Background: an optimization exercise with open tools, aiming at a short achievable clock period and few clock cycles. Do not read the settings as production practice. Function was checked by simulation only, so behaviour that the tests miss may differ from the original.

==> flow/design.v <==
module muldiv (
    input  logic        clk,
    input  logic        rst,
    input  logic        start,    
    input  logic        hold,     
    input  logic [2:0]  f3,
    input  logic [31:0] a,
    input  logic [31:0] b,
    output logic        idle,
    output logic        done,
    output logic [31:0] res
);
localparam logic [2:0] S_IDLE = 3'd0, S_M2 = 3'd1, S_M3 = 3'd2,
                       S_DN = 3'd3, S_DI = 3'd4, S_DD = 3'd5;
logic [2:0] st;
logic [31:0] ma, mb;
logic        msa, msb, mhi;
logic [47:0] p_lo, p_hi;
logic [32:0] corr;
logic        mhi2;
logic [31:0] da, db;
logic        negq, negr, bz, isrem;
logic [31:0] rr, xx, qq;
logic [33:0] db3;
logic [4:0]  cnt;
assign idle = (st == S_IDLE);
assign done = (st == S_M3) | (st == S_DD);
function automatic [5:0] clz32(input [31:0] v);
    logic [31:0] x;
    logic [4:0]  n;
    begin
        x = v;
        n = 5'd0;
        if (x[31:16] == 16'd0) begin n[4] = 1'b1; x = {x[15:0], 16'd0}; end
        if (x[31:24] == 8'd0)  begin n[3] = 1'b1; x = {x[23:0], 8'd0};  end
        if (x[31:28] == 4'd0)  begin n[2] = 1'b1; x = {x[27:0], 4'd0};  end
        if (x[31:30] == 2'd0)  begin n[1] = 1'b1; x = {x[29:0], 2'd0};  end
        if (x[31] == 1'b0)     n[0] = 1'b1;
        clz32 = (v == 32'd0) ? 6'd32 : {1'b0, n};
    end
endfunction
logic [5:0] ca, cb;
logic       nega;
logic [6:0] nq;
logic       nq_le0;
logic [5:0] n2;
assign nq     = {1'b0, cb} - {1'b0, ca} + 7'd1 + {6'd0, nega};
assign nq_le0 = nq[6] | (nq == 7'd0);
assign n2     = (nq[6:5] != 2'b00) ? 6'd32 : (nq[5:0] + {5'd0, nq[0]});    
logic [33:0] r4;
logic [34:0] t1, t2, t3;
assign r4 = {rr, xx[31:30]};
assign t1 = {1'b0, r4} - {1'b0, {2'b00, db}};
assign t2 = {1'b0, r4} - {1'b0, {1'b0, db, 1'b0}};
assign t3 = {1'b0, r4} - {1'b0, db3};
logic [63:0] prod;
assign prod = {16'd0, p_lo} + {p_hi, 16'd0} - {corr[31:0], 32'd0};
always_comb begin
    if (st == S_M3)
        res = mhi2 ? prod[63:32] : prod[31:0];
    else if (isrem)
        res = negr ? (32'd0 - rr) : rr;
    else if (bz)
        res = 32'hffffffff;
    else
        res = negq ? (32'd0 - qq) : qq;
end
always_ff @(posedge clk) begin
    if (rst) begin
        st <= S_IDLE;
    end else begin
        case (st)
            S_IDLE: if (start) st <= f3[2] ? S_DN : S_M2;
            S_M2:   st <= S_M3;
            S_M3:   if (!hold) st <= S_IDLE;
            S_DN: begin
                if (bz || nq_le0) st <= S_DD;
                else st <= S_DI;
            end
            S_DI:   if (cnt == 5'd1) st <= S_DD;
            S_DD:   if (!hold) st <= S_IDLE;
            default: st <= S_IDLE;
        endcase
    end
end
always_ff @(posedge clk) begin
    case (st)
        S_IDLE: begin
            ma  <= a;
            mb  <= b;
            msa <= (f3[1:0] == 2'b01) | (f3[1:0] == 2'b10);
            msb <= (f3[1:0] == 2'b01);
            mhi <= (f3[1:0] != 2'b00);
            da    <= (!f3[0] && a[31]) ? (32'd0 - a) : a;
            db    <= (!f3[0] && b[31]) ? (32'd0 - b) : b;
            negq  <= !f3[0] && (a[31] ^ b[31]);
            negr  <= !f3[0] && a[31];
            bz    <= (b == 32'd0);
            ca    <= clz32(a ^ {32{!f3[0] & a[31]}});
            cb    <= clz32(b ^ {32{!f3[0] & b[31]}});
            nega  <= !f3[0] & a[31];
            isrem <= f3[1] & f3[2];
        end
        S_M2: begin
            p_lo <= ma * mb[15:0];
            p_hi <= ma * mb[31:16];
            corr <= ((msa & ma[31]) ? {1'b0, mb} : 33'd0) + ((msb & mb[31]) ? {1'b0, ma} : 33'd0);
            mhi2 <= mhi;
        end
        S_DN: begin
            db3 <= {2'b00, db} + {1'b0, db, 1'b0};
            qq  <= 32'd0;
            cnt <= n2[5:1];
            if (bz || nq_le0) begin
                rr <= da;
            end else begin
                rr <= da >> n2;
                xx <= da << (6'd32 - n2);
            end
        end
        S_DI: begin
            xx  <= {xx[29:0], 2'b00};
            cnt <= cnt - 5'd1;
            if (!t3[34]) begin
                rr <= t3[31:0];
                qq <= {qq[29:0], 2'b11};
            end else if (!t2[34]) begin
                rr <= t2[31:0];
                qq <= {qq[29:0], 2'b10};
            end else if (!t1[34]) begin
                rr <= t1[31:0];
                qq <= {qq[29:0], 2'b01};
            end else begin
                rr <= r4[31:0];
                qq <= {qq[29:0], 2'b00};
            end
        end
        default: ;
    endcase
end
endmodule
module rv_core (
    input  logic        clk,
    input  logic        rst,
    output logic [31:0] imem_addr,
    input  logic [31:0] imem_rdata,
    input  logic        imem_resp,
    output logic [31:0] dmem_addr,
    output logic        dmem_read,
    output logic        dmem_write,
    output logic [3:0]  dmem_wmask,
    output logic [31:0] dmem_wdata,
    input  logic [31:0] dmem_rdata,
    input  logic        dmem_resp
);
logic [31:0] fa;               
logic        pv;               
logic [31:0] ppc;              
logic        pp_hit, pp_tk;    
logic [31:0] q_ins [0:3];
logic [31:0] q_pc  [0:3];
logic [3:0]  q_hit, q_tk;
logic [1:0]  q_head, q_tail;
logic [2:0]  q_cnt;
logic        d_redone;         
logic        btb_v   [0:15];
logic [25:0] btb_tag [0:15];
logic [31:0] btb_tgt [0:15];
logic [1:0]  btb_ctr [0:15];
logic        bu_v, bu_tk, bu_jal;
logic [31:0] bu_pc, bu_tgt;
logic        e_v;
logic [31:0] e_pc, e_pc4, e_tgt, e_a, e_b, e_c;
logic [4:0]  e_rd;
logic        e_wen, e_load, e_store, e_br, e_jal, e_jalr, e_md, e_pred;
logic [2:0]  e_f3;
logic        e_fam, e_faw, e_fbm, e_fbw, e_fcm, e_fcw;
logic        e_sub, e_sra;
logic [9:0]  e_rsel;           
logic        m_v, m_wen, m_load, m_store;
logic [4:0]  m_rd;
logic [31:0] m_res, m_wdata;
logic [3:0]  m_wmask;
logic [3:0]  m_bsel, m_ssel;
logic        m_b1hi, m_isb, m_isw;
logic        w_wen;
logic [4:0]  w_rd;
logic [31:0] w_res;
logic [31:0] rf [1:31];
logic md_idle, md_done;
logic [31:0] md_res;
logic mem_wait, md_stall, stall;
assign mem_wait = (m_load | m_store) & ~dmem_resp;
assign md_stall = e_v & e_md & ~md_done;
assign stall    = mem_wait | md_stall;
logic [31:0] xa, xb, xc;
assign xa = e_fam ? m_res : (e_faw ? w_res : e_a);
assign xb = e_fbm ? m_res : (e_fbw ? w_res : e_b);
assign xc = e_fcm ? m_res : (e_fcw ? w_res : e_c);
logic [31:0] sum, sll_r, sr_r;
logic        eq, lt, ltu;
assign sum   = xa + (xb ^ {32{e_sub}}) + {31'd0, e_sub};
assign eq    = (xa == xb);
assign ltu   = (xa < xb);
assign lt    = (xa[31] ^ xb[31]) ? xa[31] : ltu;
assign sll_r = xa << xb[4:0];
logic [32:0] sr_tmp;
assign sr_tmp = $signed({e_sra & xa[31], xa}) >>> xb[4:0];
assign sr_r  = sr_tmp[31:0];
logic [31:0] e_res;
assign e_res = ({32{e_rsel[0]}} & sum)
             | ({32{e_rsel[1]}} & {31'd0, lt})
             | ({32{e_rsel[2]}} & {31'd0, ltu})
             | ({32{e_rsel[3]}} & sll_r)
             | ({32{e_rsel[4]}} & sr_r)
             | ({32{e_rsel[5]}} & (xa ^ xb))
             | ({32{e_rsel[6]}} & (xa | xb))
             | ({32{e_rsel[7]}} & (xa & xb))
             | ({32{e_rsel[8]}} & e_pc4)
             | ({32{e_rsel[9]}} & md_res);
logic taken;
always_comb begin
    case (e_f3)
        3'b000:  taken = eq;
        3'b001:  taken = ~eq;
        3'b100:  taken = lt;
        3'b101:  taken = ~lt;
        3'b110:  taken = ltu;
        default: taken = ~ltu;
    endcase
end
logic        e_red;
logic [31:0] e_rtgt;
assign e_red  = e_v & (e_jalr | (e_br & (taken ^ e_pred)));
assign e_rtgt = e_jalr ? {sum[31:1], 1'b0} : (taken ? e_tgt : e_pc4);
muldiv MD (
    .clk   (clk),
    .rst   (rst),
    .start (e_v & e_md & md_idle),
    .hold  (mem_wait),
    .f3    (e_f3),
    .a     (xa),
    .b     (xb),
    .idle  (md_idle),
    .done  (md_done),
    .res   (md_res)
);
logic [1:0]  lo2;
logic [3:0]  lo_oh;
assign lo2   = xa[1:0] + xb[1:0];
assign lo_oh = 4'b0001 << lo2;
logic [31:0] ins, dpc;
logic        dv, dhit, dtk;
assign ins  = q_ins[q_head];
assign dpc  = q_pc[q_head];
assign dhit = q_hit[q_head];
assign dtk  = q_tk[q_head];
assign dv   = (q_cnt != 3'd0);
logic [6:0] op;
logic [2:0] f3;
logic [4:0] rs1, rs2, rd;
assign op  = ins[6:0];
assign f3  = ins[14:12];
assign rs1 = ins[19:15];
assign rs2 = ins[24:20];
assign rd  = ins[11:7];
logic is_lui, is_auipc, is_jal, is_jalr, is_br, is_load, is_store, is_opi, is_op, is_md, is_alu;
assign is_lui   = (op == 7'b0110111);
assign is_auipc = (op == 7'b0010111);
assign is_jal   = (op == 7'b1101111);
assign is_jalr  = (op == 7'b1100111);
assign is_br    = (op == 7'b1100011);
assign is_load  = (op == 7'b0000011);
assign is_store = (op == 7'b0100011);
assign is_opi   = (op == 7'b0010011);
assign is_op    = (op == 7'b0110011);
assign is_md    = is_op & ins[25];
assign is_alu   = is_opi | (is_op & ~ins[25]);
logic [31:0] imm_i, imm_s, imm_b, imm_u, imm_j;
assign imm_i = {{20{ins[31]}}, ins[31:20]};
assign imm_s = {{20{ins[31]}}, ins[31:25], ins[11:7]};
assign imm_b = {{19{ins[31]}}, ins[31], ins[7], ins[30:25], ins[11:8], 1'b0};
assign imm_u = {ins[31:12], 12'd0};
assign imm_j = {{11{ins[31]}}, ins[31], ins[19:12], ins[20], ins[30:21], 1'b0};
logic use1, use2, d_wen;
assign use1  = ~(is_lui | is_auipc | is_jal) & (rs1 != 5'd0);
assign use2  = (is_op | is_br | is_store) & (rs2 != 5'd0);
assign d_wen = (is_lui | is_auipc | is_jal | is_jalr | is_load | is_opi | is_op) & (rd != 5'd0);
logic [31:0] rv1, rv2;
always_comb begin
    if (w_wen && w_rd == rs1) rv1 = w_res;
    else if (rs1 == 5'd0)     rv1 = 32'd0;
    else                      rv1 = rf[rs1];
    if (w_wen && w_rd == rs2) rv2 = w_res;
    else if (rs2 == 5'd0)     rv2 = 32'd0;
    else                      rv2 = rf[rs2];
end
logic h1e, h1m, h2e, h2m;
assign h1e = e_v & e_wen & (e_rd == rs1);
assign h1m = m_v & m_wen & (m_rd == rs1);
assign h2e = e_v & e_wen & (e_rd == rs2);
assign h2m = m_v & m_wen & (m_rd == rs2);
logic luse;
assign luse = e_v & e_load & e_wen & ((use1 & (e_rd == rs1)) | (use2 & (e_rd == rs2)));
logic        st_tk, fin_pred, d_need, d_red, d_go;
logic [31:0] d_tgt, d_pc4, d_rtgt;
assign st_tk    = ins[31] | (f3 == 3'b001);
assign fin_pred = is_jal | (is_br & (dhit ? dtk : st_tk));
assign d_need   = (is_jal & ~dtk) | (is_br & ~dhit & st_tk) | (~is_jal & ~is_br & dtk);
assign d_tgt    = dpc + (is_jal ? imm_j : imm_b);
assign d_pc4    = dpc + 32'd4;
assign d_rtgt   = (is_jal | is_br) ? d_tgt : d_pc4;
assign d_red    = dv & d_need & ~d_redone & ~e_red;
assign d_go     = dv & ~stall & ~luse & ~e_red;
logic [9:0] d_rsel;
always_comb begin
    d_rsel = 10'd0;
    if (is_md)                 d_rsel[9] = 1'b1;
    else if (is_jal | is_jalr) d_rsel[8] = 1'b1;
    else if (is_alu) begin
        case (f3)
            3'b000: d_rsel[0] = 1'b1;
            3'b010: d_rsel[1] = 1'b1;
            3'b011: d_rsel[2] = 1'b1;
            3'b001: d_rsel[3] = 1'b1;
            3'b101: d_rsel[4] = 1'b1;
            3'b100: d_rsel[5] = 1'b1;
            3'b110: d_rsel[6] = 1'b1;
            default: d_rsel[7] = 1'b1;
        endcase
    end else                   d_rsel[0] = 1'b1;
end
logic [3:0]  f_idx;
logic        f_hit, f_tk;
logic [31:0] f_pred;
assign f_idx  = fa[5:2];
assign f_hit  = btb_v[f_idx] & (btb_tag[f_idx] == fa[31:6]);
assign f_tk   = f_hit & btb_ctr[f_idx][1];
assign f_pred = f_tk ? btb_tgt[f_idx] : fa + 32'd4;
logic enq, refetch, issue;
assign enq     = pv & imem_resp & ~e_red & ~d_red;
assign refetch = pv & ~imem_resp & ~e_red & ~d_red;
assign issue   = ({1'b0, q_cnt} + {3'd0, pv}) <= 4'd2;
assign imem_addr = fa;
always_ff @(posedge clk) begin
    if (rst) begin
        fa <= 32'h40000000;
        pv <= 1'b0;
    end else begin
        if (e_red)        fa <= e_rtgt;
        else if (d_red)   fa <= d_rtgt;
        else if (refetch) fa <= ppc;
        else if (issue)   fa <= f_pred;
        pv <= issue & ~e_red & ~d_red & ~refetch;
    end
    ppc    <= fa;
    pp_hit <= f_hit;
    pp_tk  <= f_tk;
end
always_ff @(posedge clk) begin
    if (rst) begin
        q_cnt    <= 3'd0;
        q_head   <= 2'd0;
        q_tail   <= 2'd0;
        d_redone <= 1'b0;
    end else begin
        if (e_red) begin
            q_cnt  <= 3'd0;
            q_tail <= q_head;
        end else if (d_red) begin
            if (d_go) begin
                q_cnt  <= 3'd0;
                q_head <= q_head + 2'd1;
                q_tail <= q_head + 2'd1;
            end else begin
                q_cnt  <= 3'd1;
                q_tail <= q_head + 2'd1;
            end
        end else begin
            q_cnt  <= q_cnt + {2'd0, enq} - {2'd0, d_go};
            q_head <= q_head + {1'b0, d_go};
            q_tail <= q_tail + {1'b0, enq};
        end
        if (e_red | d_go)  d_redone <= 1'b0;
        else if (d_red)    d_redone <= 1'b1;
    end
end
always_ff @(posedge clk) begin
    if (enq) begin
        q_ins[q_tail] <= imem_rdata;
        q_pc[q_tail]  <= ppc;
        q_hit[q_tail] <= pp_hit;
        q_tk[q_tail]  <= pp_tk;
    end
end
logic [3:0] bu_idx;
logic       bu_hit;
assign bu_idx = bu_pc[5:2];
assign bu_hit = btb_v[bu_idx] & (btb_tag[bu_idx] == bu_pc[31:6]);
always_ff @(posedge clk) begin
    if (rst) begin
        bu_v <= 1'b0;
        for (int k = 0; k < 16; k++) btb_v[k] <= 1'b0;
    end else begin
        bu_v <= e_v & ~stall & (e_br | e_jal);
        if (bu_v) begin
            if (bu_hit) begin
                if (bu_tk) begin
                    if (btb_ctr[bu_idx] != 2'b11) btb_ctr[bu_idx] <= btb_ctr[bu_idx] + 2'd1;
                end else begin
                    if (btb_ctr[bu_idx] != 2'b00) btb_ctr[bu_idx] <= btb_ctr[bu_idx] - 2'd1;
                end
            end else if (bu_tk) begin
                btb_v[bu_idx]   <= 1'b1;
                btb_tag[bu_idx] <= bu_pc[31:6];
                btb_tgt[bu_idx] <= bu_tgt;
                btb_ctr[bu_idx] <= bu_jal ? 2'b11 : 2'b10;
            end
        end
    end
    bu_pc  <= e_pc;
    bu_tgt <= e_tgt;
    bu_tk  <= e_jal | taken;
    bu_jal <= e_jal;
end
always_ff @(posedge clk) begin
    if (rst) begin
        e_v <= 1'b0;
    end else if (!stall) begin
        e_v <= d_go;
    end
    if (!stall) begin
        e_pc    <= dpc;
        e_pc4   <= d_pc4;
        e_tgt   <= d_tgt;
        e_a     <= is_auipc ? dpc : (is_lui ? 32'd0 : rv1);
        e_b     <= (is_op | is_br) ? rv2 :
                   is_store ? imm_s :
                   (is_lui | is_auipc) ? imm_u : imm_i;
        e_c     <= rv2;
        e_rd    <= rd;
        e_wen   <= d_wen;
        e_load  <= is_load;
        e_store <= is_store;
        e_br    <= is_br;
        e_jal   <= is_jal;
        e_jalr  <= is_jalr;
        e_md    <= is_md;
        e_pred  <= fin_pred;
        e_f3    <= f3;
        e_sub   <= is_op & ~ins[25] & ins[30] & (f3 == 3'b000);
        e_sra   <= ins[30];
        e_rsel  <= d_rsel;
        e_fam   <= use1 & h1e;
        e_faw   <= use1 & ~h1e & h1m;
        e_fbm   <= (is_op | is_br) & use2 & h2e;
        e_fbw   <= (is_op | is_br) & use2 & ~h2e & h2m;
        e_fcm   <= is_store & use2 & h2e;
        e_fcw   <= is_store & use2 & ~h2e & h2m;
    end
end
always_ff @(posedge clk) begin
    if (rst) begin
        m_v     <= 1'b0;
        m_load  <= 1'b0;
        m_store <= 1'b0;
    end else if (!stall) begin
        m_v     <= e_v;
        m_load  <= e_v & e_load;
        m_store <= e_v & e_store;
    end
    if (!stall) begin
        m_wen   <= e_wen;
        m_rd    <= e_rd;
        m_res   <= e_res;
        m_wdata <= xc << {lo2, 3'b000};
        case (e_f3[1:0])
            2'b00:   m_wmask <= lo_oh;
            2'b01:   m_wmask <= lo2[1] ? 4'b1100 : 4'b0011;
            default: m_wmask <= 4'b1111;
        endcase
        case (e_f3[1:0])
            2'b00:   m_bsel <= lo_oh;
            2'b01:   m_bsel <= lo2[1] ? 4'b0100 : 4'b0001;
            default: m_bsel <= 4'b0001;
        endcase
        m_b1hi <= (e_f3[1:0] == 2'b01) & lo2[1];
        m_isb  <= (e_f3[1:0] == 2'b00);
        m_isw  <= (e_f3[1:0] == 2'b10);
        if (e_f3[2] || e_f3[1])    m_ssel <= 4'b0000;
        else if (e_f3[0])          m_ssel <= lo2[1] ? 4'b1000 : 4'b0010;
        else                       m_ssel <= lo_oh;
    end
end
assign dmem_addr  = m_res;
assign dmem_read  = m_load;
assign dmem_write = m_store;
assign dmem_wmask = m_wmask;
assign dmem_wdata = m_wdata;
logic [31:0] ld;
logic        lsign;
logic [7:0]  lb0, lb1;
assign lsign = |(m_ssel & {dmem_rdata[31], dmem_rdata[23], dmem_rdata[15], dmem_rdata[7]});
assign lb0   = ({8{m_bsel[0]}} & dmem_rdata[7:0])   | ({8{m_bsel[1]}} & dmem_rdata[15:8])
             | ({8{m_bsel[2]}} & dmem_rdata[23:16]) | ({8{m_bsel[3]}} & dmem_rdata[31:24]);
assign lb1   = m_isb ? {8{lsign}} : (m_b1hi ? dmem_rdata[31:24] : dmem_rdata[15:8]);
assign ld    = {m_isw ? dmem_rdata[31:16] : {16{lsign}}, lb1, lb0};
always_ff @(posedge clk) begin
    if (rst) begin
        w_wen <= 1'b0;
    end else if (!stall) begin
        w_wen <= m_v & m_wen;
    end
    if (!stall) begin
        w_rd  <= m_rd;
        w_res <= m_load ? ld : m_res;
    end
end
always_ff @(posedge clk) begin
    if (rst) begin
        for (int k = 1; k < 32; k++) rf[k] <= 32'd0;
    end else if (w_wen) begin
        rf[w_rd] <= w_res;
    end
end
endmodule
==> flow/run.sh <==
#!/bin/bash
# synth_recipe.tcl (not shown) runs the flow's synth.tcl, then flattens the netlist and writes it again
# the make line also repeats each setting of config.mk as NAME=value (left out here)
make -C /OpenROAD-flow-scripts/flow DESIGN_CONFIG=/design/flow/config.mk WORK_HOME=/design/flow/orfs CLKGATE_MAP_FILE= SYNTH_SCRIPT=/design/flow/synth_recipe.tcl finish
==> flow/config.mk <==
export PLATFORM = sky130hd
export DESIGN_NAME = rv_core
export DESIGN_NICKNAME = rv_core
export VERILOG_FILES = /design/flow/design.v
export SDC_FILE = /design/flow/constraint.sdc
export NUM_CORES = 4
export LEC_CHECK = 0
export CAP_MARGIN = 30
export CORE_MARGIN = 2
export CORE_UTILIZATION = 40
export SLEW_MARGIN = 30
==> flow/constraint.sdc <==
create_clock -name core_clock -period 14.5 [get_ports {clk}]
set_input_delay 2.9000 -clock core_clock [delete_from_list [all_inputs] [get_ports {clk}]]
set_output_delay 2.9000 -clock core_clock [all_outputs]
set_load 0.01 [all_outputs]
==> results of run 1 <==
-- flip-flops by register name, indices dropped and copies added, names as in the netlist, 34 cells and up, named ones only --
| name | flops |
|---|---|
| q_ins | 128 |
| rf | 1024 |
| MD.p_lo | 48 |
| btb_tag | 416 |
| MD.p_hi | 48 |
| btb_tgt | 512 |
| MD.db3 | 34 |
| q_pc | 128 |
-- layer usage --
layer	vias up	share of wire
met3	1885	0.10
met2	8213	0.45
li1	60550	-
met5	-	0.00044
met1	73710	0.39
met4	54	0.064
-- logic make-up after synthesis --
logic type | count (synthesis) | synth area share
XOR/XNOR | 617 | 0.02644
multiplexers | 1582 | 0.1427
AO/OA/AOI/OAI | 2617 | 0.08384
buffers and inverters | 2528 | 0.04818
AND/OR/NAND/NOR | 4682 | 0.1157
flip-flops | 3170 | 0.4567
adder cells (fa/ha/maj) | 1552 | 0.1265
-- placed cells by master (no fill, tap or decap), drive strengths merged, types with 45 or more instances in the layout --
cell / n
o31ai: 69
buf: 471
nand3: 264
a221oi: 70
a21o: 213
o21a: 122
a31oi: 95
mux4: 1060
clkbuf: 480
o21ai: 548
nand2: 1463
edfxtp: 3000
nand4: 94
o21bai: 59
clkinv: 159
nor3: 149
or3: 69
o211ai: 119
clkdlybuf4s50: 168
a221o: 45
nor4: 45
nor2b: 62
fa: 862
xnor2: 424
dfxtp: 170
mux2i: 437
xor2: 193
a22oi: 85
and2: 1504
nor2: 656
and3: 162
ha: 690
nand2b: 87
a21oi: 658
a211oi: 138
o22ai: 53
mux2: 85
inv: 1365
-- worst max-delay path, stage by stage (launching register included) --
cell,delay [ns]
edfxtp_1,0.78
buf_4,0.40
nand2_1,0.13
fa_1,0.56
inv_1,0.05
fa_1,0.50
inv_1,0.05
fa_1,0.52
inv_1,0.05
fa_1,0.48
fa_1,0.49
inv_1,0.05
fa_1,0.49
inv_1,0.04
ha_1,0.36
o21a_1,0.15
o211ai_1,0.10
nor2_1,0.13
o2bb2ai_1,0.19
a21oi_1,0.23
a31oi_1,0.55
a41oi_1,0.37
o41ai_1,0.63
a221oi_1,0.18
xnor2_1,0.16
-- final cells by class --
cell class                      count  area share
Tap cell                         6732     0.03719
Timing Repair Buffer              640     0.02399
Clock buffer                      479     0.04307
Clock inverter                    176    0.007176
Multi-Input combinational cell  11050      0.4526
Antenna cell                       25   0.0002762
Sequential cell                  3170      0.4129
Inverter                         1374     0.02282
-- worst paths after layout --
path         slack [ns]  cells past startpoint           to      from
max                6.55                     24  MD.p_hi[47]  MD.ma[7]
min                0.35                      0     bu_pc[4]   e_pc[4]
max reg2reg        6.55                     24  MD.p_hi[47]  MD.ma[7]
min reg2reg        0.35                      0     bu_pc[4]   e_pc[4]
==> notes.md, run 1 <==
highest clock rate = 125.9 MHz
status = no timing/DRC/antenna violations
# IOs = 170
PortBufs = 169
Hold Slack = 0.3456 ns
Synth area leaders = edfxtp_1, mux4_2, fa_1
CTS tree = yes
detailed placement HPWL = 497,900 um
Max Cap Violations = 0
Worst Max-Slew Pin Slew = 1.166 ns
nets = 18,210
Mapped Nets = 18,370
Iteration-0 DRC Markers = 19,820
Yosys top cell area share = 0.4401
Seq/Total Area, Yosys = 0.4567
CTS Sinks = 3,170
H-tree level count = 5
Rel. slew slack = 0.2225
vias per inst = 6.107
Vias = 144,400
final worst setup slack = 6.555 ns
global-route met1 utilization = 0.3720
DR WL/cell = 31.43 um
syn avg cell area = 12.22 sq um
core area = 509,400 sq um
Post-synth EDFFs = 3,000
Worst setup SP type = register
final instance area = 226,500 sq um
wire length of the first global-routing pass = 1,056,000 um
RSZ-0062 raised after global routing = no
CTS Hold Bufs = 0
final slew viol count = 0
Mapped Cells = 16,750
most crowded layer after global routing = met2
final hold violations = 0
Die Wd = 719.4 um
top post-synthesis cells by count = edfxtp_1, and2_1, nand2_1
gpl congestion = 1.074
maximum fanout along the worst path = 17
Fillers = 46,310
Setup Viol. Count Final = 0
largest net degree at the start of global routing = 145
dominant cell type by area after synthesis = edfxtp_1
top-count cell post-synth = edfxtp_1
CTS Root Cell = clkbuf_16
placed cell area = 214,900 sq um
Place WS = 6.296 ns
Clock Tree Buf Depth = 4
final setup TNS = 0 ns
Finished Core Util = 0.4446
Synth Warn # = 2
GRT Total Usage = 0.2810
Unique masters post-synth = 97
Area growth, synth to finish = 10.65%
Yosys reg bits = 3,170
Die Y = 719.4 um
Critical Path AT = 8.64 ns
multi-input logic area = 102,500 sq um
DRT antenna net count = 0
Post-Place Cells = 22,960
clk slew on worst S/H paths = 0.06 ns
Crit. End Element = register
WP data required = 15.20 ns
Row Count = 262
post-CTS sizing = 0
non-filler cells, final = 23,650
DRC = 0
CTS Buf Count = 354
first-pass detailed-route iteration total = 8
M3 GR Usage = 0.06593
Primary FF master, synth = edfxtp_1
gr ovfl total = 0
latest clock arrival within the worst-skew pair = 1.03 ns
Final period util = 0.5479
clock skew = 0.09347 ns
die footprint = 517,500 sq um
critical path class = reg2reg
async set-reset flop share out of synthesis = 0
fin crit period = 7.945 ns
Setup Fix Bufs, Post-CTS = 0
DRT Wirelength = 743,100 um
initial core utilization = 0.4018
Hold WC Path Type = reg2reg
vias in the first global route = 141,500
initial antenna violation count = 72
layout cells sized above 1 = 0.1393
Mapped Area = 204,700 sq um
register area = 93,520 sq um
met2 Usage GRT = 0.4287
Testbench counts, summed over its fixed seeds: cycles 9,046.
==> run 2: changes to the inputs <==
--- a/flow/design.v
+++ b/flow/design.v
@@ -16,6 +16,5 @@
 logic [31:0] ma, mb;
 logic        msa, msb, mhi;
-logic [47:0] p_lo, p_hi;
-logic [32:0] corr;
+logic [63:0] mq [0:3];      
 logic        mhi2;
 logic [31:0] da, db;
@@ -54,6 +53,123 @@
 assign t2 = {1'b0, r4} - {1'b0, {1'b0, db, 1'b0}};
 assign t3 = {1'b0, r4} - {1'b0, db3};
+logic [63:0] pp [0:34];
+logic [31:0] cx, cy;
+assign cx = (msa & ma[31]) ? mb : 32'd0;
+assign cy = (msb & mb[31]) ? ma : 32'd0;
+always_comb begin
+    for (int i = 0; i < 32; i++) pp[i] = mb[i] ? ({32'd0, ma} << i) : 64'd0;
+    pp[32] = {~cx, 32'd0};
+    pp[33] = {~cy, 32'd0};
+    pp[34] = 64'h0000_0002_0000_0000;
+end
+logic [63:0] m2_o [0:3];
+logic [63:0] m2_l0_s0, m2_l0_c0;
+logic [63:0] m2_l0_s1, m2_l0_c1;
+logic [63:0] m2_l0_s2, m2_l0_c2;
+logic [63:0] m2_l0_s3, m2_l0_c3;
+logic [63:0] m2_l0_s4, m2_l0_c4;
+logic [63:0] m2_l0_s5, m2_l0_c5;
+logic [63:0] m2_l0_s6, m2_l0_c6;
+logic [63:0] m2_l0_s7, m2_l0_c7;
+logic [63:0] m2_l0_s8, m2_l0_c8;
+logic [63:0] m2_l0_s9, m2_l0_c9;
+logic [63:0] m2_l0_s10, m2_l0_c10;
+logic [63:0] m2_l1_s0, m2_l1_c0;
+logic [63:0] m2_l1_s1, m2_l1_c1;
+logic [63:0] m2_l1_s2, m2_l1_c2;
+logic [63:0] m2_l1_s3, m2_l1_c3;
+logic [63:0] m2_l1_s4, m2_l1_c4;
+logic [63:0] m2_l1_s5, m2_l1_c5;
+logic [63:0] m2_l1_s6, m2_l1_c6;
+logic [63:0] m2_l1_s7, m2_l1_c7;
+logic [63:0] m2_l2_s0, m2_l2_c0;
+logic [63:0] m2_l2_s1, m2_l2_c1;
+logic [63:0] m2_l2_s2, m2_l2_c2;
+logic [63:0] m2_l2_s3, m2_l2_c3;
+logic [63:0] m2_l2_s4, m2_l2_c4;
+logic [63:0] m2_l3_s0, m2_l3_c0;
+logic [63:0] m2_l3_s1, m2_l3_c1;
+logic [63:0] m2_l3_s2, m2_l3_c2;
+logic [63:0] m2_l4_s0, m2_l4_c0;
+logic [63:0] m2_l4_s1, m2_l4_c1;
+logic [63:0] m2_l5_s0, m2_l5_c0;
+logic [63:0] m2_l5_s1, m2_l5_c1;
+assign m2_l0_s0 = pp[0] ^ pp[1] ^ pp[2];
+assign m2_l0_c0 = ((pp[0] & pp[1]) | (pp[0] & pp[2]) | (pp[1] & pp[2])) << 1;
+assign m2_l0_s1 = pp[3] ^ pp[4] ^ pp[5];
+assign m2_l0_c1 = ((pp[3] & pp[4]) | (pp[3] & pp[5]) | (pp[4] & pp[5])) << 1;
+assign m2_l0_s2 = pp[6] ^ pp[7] ^ pp[8];
+assign m2_l0_c2 = ((pp[6] & pp[7]) | (pp[6] & pp[8]) | (pp[7] & pp[8])) << 1;
+assign m2_l0_s3 = pp[9] ^ pp[10] ^ pp[11];
+assign m2_l0_c3 = ((pp[9] & pp[10]) | (pp[9] & pp[11]) | (pp[10] & pp[11])) << 1;
+assign m2_l0_s4 = pp[12] ^ pp[13] ^ pp[14];
+assign m2_l0_c4 = ((pp[12] & pp[13]) | (pp[12] & pp[14]) | (pp[13] & pp[14])) << 1;
+assign m2_l0_s5 = pp[15] ^ pp[16] ^ pp[17];
+assign m2_l0_c5 = ((pp[15] & pp[16]) | (pp[15] & pp[17]) | (pp[16] & pp[17])) << 1;
+assign m2_l0_s6 = pp[18] ^ pp[19] ^ pp[20];
+assign m2_l0_c6 = ((pp[18] & pp[19]) | (pp[18] & pp[20]) | (pp[19] & pp[20])) << 1;
+assign m2_l0_s7 = pp[21] ^ pp[22] ^ pp[23];
+assign m2_l0_c7 = ((pp[21] & pp[22]) | (pp[21] & pp[23]) | (pp[22] & pp[23])) << 1;
+assign m2_l0_s8 = pp[24] ^ pp[25] ^ pp[26];
+assign m2_l0_c8 = ((pp[24] & pp[25]) | (pp[24] & pp[26]) | (pp[25] & pp[26])) << 1;
+assign m2_l0_s9 = pp[27] ^ pp[28] ^ pp[29];
+assign m2_l0_c9 = ((pp[27] & pp[28]) | (pp[27] & pp[29]) | (pp[28] & pp[29])) << 1;
+assign m2_l0_s10 = pp[30] ^ pp[31] ^ pp[32];
+assign m2_l0_c10 = ((pp[30] & pp[31]) | (pp[30] & pp[32]) | (pp[31] & pp[32])) << 1;
+assign m2_l1_s0 = m2_l0_s0 ^ m2_l0_c0 ^ m2_l0_s1;
+assign m2_l1_c0 = ((m2_l0_s0 & m2_l0_c0) | (m2_l0_s0 & m2_l0_s1) | (m2_l0_c0 & m2_l0_s1)) << 1;
+assign m2_l1_s1 = m2_l0_c1 ^ m2_l0_s2 ^ m2_l0_c2;
+assign m2_l1_c1 = ((m2_l0_c1 & m2_l0_s2) | (m2_l0_c1 & m2_l0_c2) | (m2_l0_s2 & m2_l0_c2)) << 1;
+assign m2_l1_s2 = m2_l0_s3 ^ m2_l0_c3 ^ m2_l0_s4;
+assign m2_l1_c2 = ((m2_l0_s3 & m2_l0_c3) | (m2_l0_s3 & m2_l0_s4) | (m2_l0_c3 & m2_l0_s4)) << 1;
+assign m2_l1_s3 = m2_l0_c4 ^ m2_l0_s5 ^ m2_l0_c5;
+assign m2_l1_c3 = ((m2_l0_c4 & m2_l0_s5) | (m2_l0_c4 & m2_l0_c5) | (m2_l0_s5 & m2_l0_c5)) << 1;
+assign m2_l1_s4 = m2_l0_s6 ^ m2_l0_c6 ^ m2_l0_s7;
+assign m2_l1_c4 = ((m2_l0_s6 & m2_l0_c6) | (m2_l0_s6 & m2_l0_s7) | (m2_l0_c6 & m2_l0_s7)) << 1;
+assign m2_l1_s5 = m2_l0_c7 ^ m2_l0_s8 ^ m2_l0_c8;
+assign m2_l1_c5 = ((m2_l0_c7 & m2_l0_s8) | (m2_l0_c7 & m2_l0_c8) | (m2_l0_s8 & m2_l0_c8)) << 1;
+assign m2_l1_s6 = m2_l0_s9 ^ m2_l0_c9 ^ m2_l0_s10;
+assign m2_l1_c6 = ((m2_l0_s9 & m2_l0_c9) | (m2_l0_s9 & m2_l0_s10) | (m2_l0_c9 & m2_l0_s10)) << 1;
+assign m2_l1_s7 = m2_l0_c10 ^ pp[33] ^ pp[34];
+assign m2_l1_c7 = ((m2_l0_c10 & pp[33]) | (m2_l0_c10 & pp[34]) | (pp[33] & pp[34])) << 1;
+assign m2_l2_s0 = m2_l1_s0 ^ m2_l1_c0 ^ m2_l1_s1;
+assign m2_l2_c0 = ((m2_l1_s0 & m2_l1_c0) | (m2_l1_s0 & m2_l1_s1) | (m2_l1_c0 & m2_l1_s1)) << 1;
+assign m2_l2_s1 = m2_l1_c1 ^ m2_l1_s2 ^ m2_l1_c2;
+assign m2_l2_c1 = ((m2_l1_c1 & m2_l1_s2) | (m2_l1_c1 & m2_l1_c2) | (m2_l1_s2 & m2_l1_c2)) << 1;
+assign m2_l2_s2 = m2_l1_s3 ^ m2_l1_c3 ^ m2_l1_s4;
+assign m2_l2_c2 = ((m2_l1_s3 & m2_l1_c3) | (m2_l1_s3 & m2_l1_s4) | (m2_l1_c3 & m2_l1_s4)) << 1;
+assign m2_l2_s3 = m2_l1_c4 ^ m2_l1_s5 ^ m2_l1_c5;
+assign m2_l2_c3 = ((m2_l1_c4 & m2_l1_s5) | (m2_l1_c4 & m2_l1_c5) | (m2_l1_s5 & m2_l1_c5)) << 1;
+assign m2_l2_s4 = m2_l1_s6 ^ m2_l1_c6 ^ m2_l1_s7;
+assign m2_l2_c4 = ((m2_l1_s6 & m2_l1_c6) | (m2_l1_s6 & m2_l1_s7) | (m2_l1_c6 & m2_l1_s7)) << 1;
+assign m2_l3_s0 = m2_l2_s0 ^ m2_l2_c0 ^ m2_l2_s1;
+assign m2_l3_c0 = ((m2_l2_s0 & m2_l2_c0) | (m2_l2_s0 & m2_l2_s1) | (m2_l2_c0 & m2_l2_s1)) << 1;
+assign m2_l3_s1 = m2_l2_c1 ^ m2_l2_s2 ^ m2_l2_c2;
+assign m2_l3_c1 = ((m2_l2_c1 & m2_l2_s2) | (m2_l2_c1 & m2_l2_c2) | (m2_l2_s2 & m2_l2_c2)) << 1;
+assign m2_l3_s2 = m2_l2_s3 ^ m2_l2_c3 ^ m2_l2_s4;
+assign m2_l3_c2 = ((m2_l2_s3 & m2_l2_c3) | (m2_l2_s3 & m2_l2_s4) | (m2_l2_c3 & m2_l2_s4)) << 1;
+assign m2_l4_s0 = m2_l3_s0 ^ m2_l3_c0 ^ m2_l3_s1;
+assign m2_l4_c0 = ((m2_l3_s0 & m2_l3_c0) | (m2_l3_s0 & m2_l3_s1) | (m2_l3_c0 & m2_l3_s1)) << 1;
+assign m2_l4_s1 = m2_l3_c1 ^ m2_l3_s2 ^ m2_l3_c2;
+assign m2_l4_c1 = ((m2_l3_c1 & m2_l3_s2) | (m2_l3_c1 & m2_l3_c2) | (m2_l3_s2 & m2_l3_c2)) << 1;
+assign m2_l5_s0 = m2_l4_s0 ^ m2_l4_c0 ^ m2_l4_s1;
+assign m2_l5_c0 = ((m2_l4_s0 & m2_l4_c0) | (m2_l4_s0 & m2_l4_s1) | (m2_l4_c0 & m2_l4_s1)) << 1;
+assign m2_l5_s1 = m2_l4_c1 ^ m2_l2_c4 ^ m2_l1_c7;
+assign m2_l5_c1 = ((m2_l4_c1 & m2_l2_c4) | (m2_l4_c1 & m2_l1_c7) | (m2_l2_c4 & m2_l1_c7)) << 1;
+assign m2_o[0] = m2_l5_s0;
+assign m2_o[1] = m2_l5_c0;
+assign m2_o[2] = m2_l5_s1;
+assign m2_o[3] = m2_l5_c1;
+logic [63:0] m3_o [0:1];
+logic [63:0] m3_l0_s0, m3_l0_c0;
+logic [63:0] m3_l1_s0, m3_l1_c0;
+assign m3_l0_s0 = mq[0] ^ mq[1] ^ mq[2];
+assign m3_l0_c0 = ((mq[0] & mq[1]) | (mq[0] & mq[2]) | (mq[1] & mq[2])) << 1;
+assign m3_l1_s0 = m3_l0_s0 ^ m3_l0_c0 ^ mq[3];
+assign m3_l1_c0 = ((m3_l0_s0 & m3_l0_c0) | (m3_l0_s0 & mq[3]) | (m3_l0_c0 & mq[3])) << 1;
+assign m3_o[0] = m3_l1_s0;
+assign m3_o[1] = m3_l1_c0;
 logic [63:0] prod;
-assign prod = {16'd0, p_lo} + {p_hi, 16'd0} - {corr[31:0], 32'd0};
+assign prod = m3_o[0] + m3_o[1];
 always_comb begin
     if (st == S_M3)
@@ -103,7 +219,5 @@
         end
         S_M2: begin
-            p_lo <= ma * mb[15:0];
-            p_hi <= ma * mb[31:16];
-            corr <= ((msa & ma[31]) ? {1'b0, mb} : 33'd0) + ((msb & mb[31]) ? {1'b0, ma} : 33'd0);
+            for (int i = 0; i < 4; i++) mq[i] <= m2_o[i];
             mhi2 <= mhi;
         end
@@ -387,5 +501,5 @@
 end
 always_ff @(posedge clk) begin
-    if (enq) begin
+    if (pv & imem_resp) begin
         q_ins[q_tail] <= imem_rdata;
         q_pc[q_tail]  <= ppc;
==> flow/flow/run.sh (new file) <==
#!/bin/bash
# Standard ORFS layout (the standard.sh, unchanged synthesis), with the
# timing repair steps asked to leave 10 ns of setup slack at the design's
# 14.5 ns clock, so that the layout is optimised for speed.
set -uo pipefail
bash standard.sh SETUP_SLACK_MARGIN=10 finish > make_finish.log 2>&1
status=$?
tail -5 make_finish.log
exit $status
==> flow/standard.sh (new file) <==
#!/bin/bash
# synth_recipe.tcl (not shown) runs the flow's synth.tcl, then flattens the netlist and writes it again
# the make line also repeats each setting of config.mk as NAME=value (left out here)
make -C /OpenROAD-flow-scripts/flow DESIGN_CONFIG=/design/flow/config.mk WORK_HOME=/design/flow/orfs CLKGATE_MAP_FILE= SYNTH_SCRIPT=/design/flow/synth_recipe.tcl "${@:-finish}"
--- a/flow/config.mk
+++ b/flow/config.mk
@@ -6,4 +6,5 @@
 export NUM_CORES = 4
 export LEC_CHECK = 0
+export ABC_CLOCK_PERIOD_IN_PS = 4500
 export CAP_MARGIN = 30
 export CORE_MARGIN = 2
removed: flow/run.sh
==> run 2 against run 1 <==
Effect of this change: critical path depth shrank 3; first-iteration DRC count fell by 7.1%; maximum frequency up 48%; die area shrank 1.1%; hold slack got worse by 0.0077 ns; register-to-register slack improved by 2.6 ns; cell count shrank 0.32%; sequential share of layout area down 1.2 points; count of clock-buffer cells in the layout down 32; flip-flop and latch count increased by 59.
==> notes.md, run 2 <==
Critical Path AT = 6.30 ns (-2.34 ns)
initial core utilization = 0.4011 (-0.0006730)
nets = 18,160 (-0.29%)
Row Count = 261 (-0.38%)
Vias = 143,300 (-0.78%)
DRT Wirelength = 788,600 um (+6.1%)
placed cell area = 212,700 sq um (-1.0%)
die footprint = 512,000 sq um (-1.1%)
Seq/Total Area, Yosys = 0.4704 (+0.01364)
Area growth, synth to finish = 17.60%
Iteration-0 DRC Markers = 18,410 (-7.1%)
Rel. slew slack = 0.2320 (+0.009521)
final hold violations = 0 (unchanged)
Yosys top cell area share = 0.4536 (+0.01347)
Die Y = 715.6 um (-0.53%)
Clock Tree Buf Depth = 4 (unchanged)
top flop regs = rf (1024), btb_tgt (512), btb_tag (416)
register area = 95,380 sq um (+2.0%)
worst hold path depth = 0 (unchanged)
Synth Warn # = 6 (+4)
final instance area = 238,200 sq um (+5.2%)
top post-synthesis cells by count = edfxtp_1, and2_1, inv_1
Mapped Area = 202,500 sq um (-1.1%)
Synth area leaders = edfxtp_1, mux4_2, fa_1
DRT antenna net count = 0 (unchanged)
clock skew = 0.08008 ns (-0.01339 ns)
Worst setup SP type = register
dominant cell type by area after synthesis = edfxtp_1
final setup TNS = 0 ns (unchanged)
H-tree level count = 5 (unchanged)
async set-reset flop share out of synthesis = 0 (unchanged)
latest clock arrival within the worst-skew pair = 1.03 ns (about the same)
top-count cell post-synth = edfxtp_1
DR WL/cell = 33.46 um (+6.5%)
wire length of the first global-routing pass = 1,087,000 um (+3.0%)
CTS tree = yes
CTS Root Cell = clkbuf_16
CTS Sinks = 3,229 (+1.9%)
GRT Total Usage = 0.2995 (+0.01854)
RSZ-0062 raised after global routing = yes
status = no timing/DRC/antenna violations
largest family of logic cells by synthesized area = multiplexers
Mapped Nets = 17,700 (-3.7%)
compound-cell area share of the yosys netlist = 0.07648 (-0.007361)
Hold WC Path Type = reg2reg
first-pass detailed-route iteration total = 8 (unchanged)
Largest register FFs = 1,024 (unchanged)
Die Wd = 715.6 um (-0.53%)
detailed placement HPWL = 499,600 um (+0.36%)
maximum fanout along the worst path = 5 (-12)
CTS Buf Count = 353 (-0.28%)
vias per inst = 6.079 (-0.46%)
Post-Place Cells = 22,220 (-3.2%)
Worst Reg-to-Reg Cells = 21 (-13%)
multiplexer share of the synthesized area = 0.1367 (-0.005946)
Post-Synth Simple-Gate Area = 0.1122 (-0.003468)
Setup Viol. Count Final = 0 (unchanged)
Reg with most FFs = rf
clk slew on worst S/H paths = 0.07 ns (about the same)
Yosys reg bits = 3,229 (+1.9%)
initial antenna violation count = 65 (-9.7%)
Post-synth EDFFs = 3,059 (+2.0%)
vias in the first global route = 140,100 (-0.96%)
syn avg cell area = 12.60 sq um (+3.1%)
fin crit period = 5.353 ns (-2.592 ns)
final slew viol count = 0 (unchanged)
Hold Slack = 0.3379 ns (-0.007728 ns)
DRC = 0 (unchanged)
Mapped Cells = 16,070 (-4.0%)
layout cells sized above 1 = 0.2329 (+0.09365)
Max Cap Violations = 0 (unchanged)
largest net degree at the start of global routing = 112 (-23%)
non-filler cells, final = 23,570 (-0.32%)
# IOs = 170 (unchanged)
highest clock rate = 186.8 MHz (+48%)
Primary FF master, synth = edfxtp_1
multi-input logic area = 103,400 sq um (+0.86%)
gpl congestion = 1.033 (-3.8%)
XOR/XNOR Fraction of Synth Area = 0.02270 (-0.003732)
most common cell after layout, fill and taps aside = edfxtp_1
WP data required = 15.45 ns (+0.25 ns)
Crit. End Element = register
PortBufs = 169 (unchanged)
Worst Max-Slew Pin Slew = 1.144 ns (-0.02250 ns)
gr ovfl total = 0 (unchanged)
core area = 504,900 sq um (-0.89%)
Unique masters post-synth = 107 (+10%)
Final period util = 0.3692 (-0.1788)
Fillers = 44,580 (-3.7%)
fraction of the mapped netlist area in adder cells = 0.1321 (+0.005668)
commonest non-fill, non-tap cells in the layout = edfxtp_1, and2_1, inv_1
critical path class = reg2reg
CTS Hold Bufs = 0 (unchanged)
-- run 2: changes by cell type in the layout (fill, tap and decap cells not counted), sizes merged, moves of 45 or more --
cell / change
buf: +650
and2: +356
nand2: -278
fa: +113
mux2i: -112
ha: -111
clkdlybuf4s50: -102
nand3: -92
a21o: -86
and3: -72
a211oi: +71
xnor2: -65
edfxtp: +59
a21oi: +45
-- run 2: worst paths after layout --
kind | from | end | slack, ns
setup / recovery | e_faw | q_cnt[1] | 9.15
hold / removal | e_pc[19] | bu_pc[19] | 0.34
setup reg to reg | e_faw | q_cnt[1] | 9.15
hold reg to reg | e_pc[19] | bu_pc[19] | 0.34
-- run 2: critical path, cell delays in order (launching register included) --
cell and delay (ns):
edfxtp_1 0.35, buf_6 0.17, buf_12 0.14, mux2_2 0.36, mux2i_2 0.17, buf_6 0.17, ha_4 0.21, nor4_4 0.33
nand3_2 0.20, nor4_4 0.45, mux2_4 0.34, o32a_1 0.37, o211a_1 0.17, or3_4 0.35, buf_12 0.16, nor2_4 0.13
nand2_4 0.08, ha_4 0.30, inv_2 0.04, ha_4 0.14, fa_2 0.50, and3_1 0.14
-- run 2: cells by family (layout without fill, tap and decap cells) --
| kind of cell | after synthesis | in the layout |
|---|---|---|
| and+or+nand+nor | 4385 | 4394 |
| xor gates and xnor gates | 525 | 525 |
| other | 0 | 26 |
| buffers and inverters | 2540 | 3288 |
| DFF | 3229 | 3229 |
| AOI/OAI and AO/OA | 2409 | 2411 |
| adders and majority gates | 1554 | 1554 |
| muxes | 1432 | 1438 |
-- run 2: routing by layer --
metal | global-route usage | vias to the layer above | wire length, um
met5 | 0 | - | 238
met4 | 0.1860 | 36 | 60970
met3 | 0.06303 | 2049 | 77720
met2 | 0.4694 | 8158 | 357500
met1 | 0.3812 | 74180 | 292200
li1 | - | 58870 | -
-- run 2: repair_timing --
action	4_1_cts	5_1_grt
resized for setup	1552	681
cloned	56	21
buffers inserted	381	204
pin swaps	250	350
endpoints found under the setup margin	2809	936
-- run 2: per-stage QoR --
stage / util / setup WS, ns
2_1_floorplan: - / 5.740
3_3_place_gp: 0.4208 / 7.641
3_5_place_dp: 0.4214 / 7.714
4_1_cts: 0.4622 / 9.208
5_1_grt: 0.4717 / 9.063
6_report: 0.4718 / 9.147
-- run 2: final cells by class --
cell class,count,share of cell area
antenna,26,0.0002732
clock buffer,447,0.03989
clock inverter,211,0.009367
inverter,1398,0.02257
multi-input combinational,10320,0.4341
sequential,3229,0.4005
tap,6706,0.03523
timing repair buffer,1232,0.05811
Testbench counts of run 2, summed over its fixed seeds: cycles 9,046.

==> static timing again, ports no longer ideal <==
In the flow no input, the clock included, has a driving cell. The finished layouts below were timed again as built, in two steps. Step 1 sets driving cells, clkbuf_16 on the clock port and buf_2 on the other inputs (assumed; they add their load-dependent delay and slew). Step 2 moves the port delays by t, midway between the first and last clock arrival at a register: inputs arrive t later, outputs are due t later. That takes back most of the time a late clock gives input paths. Three values: ideal, step 1, step 2; two values: the first two.
| run | t, ns | slack for setup (ns) | hold WS [ns] | cell pins on the clock port's net |
|---|---|---|---|---|
| run 1 | 1.102 | 6.555 / 6.555 / 6.337 | 0.346 / 0.346 / 0.346 | 1 |
| run 2 | 1.111 | 9.147 / 9.147 / 8.440 | 0.338 / 0.338 / 0.338 | 1 |
After both steps setup and hold are still met in every run listed. The setup slack of run 2, which loses most, moves by 0.000 ns with the drivers and by -0.707 ns with both steps.
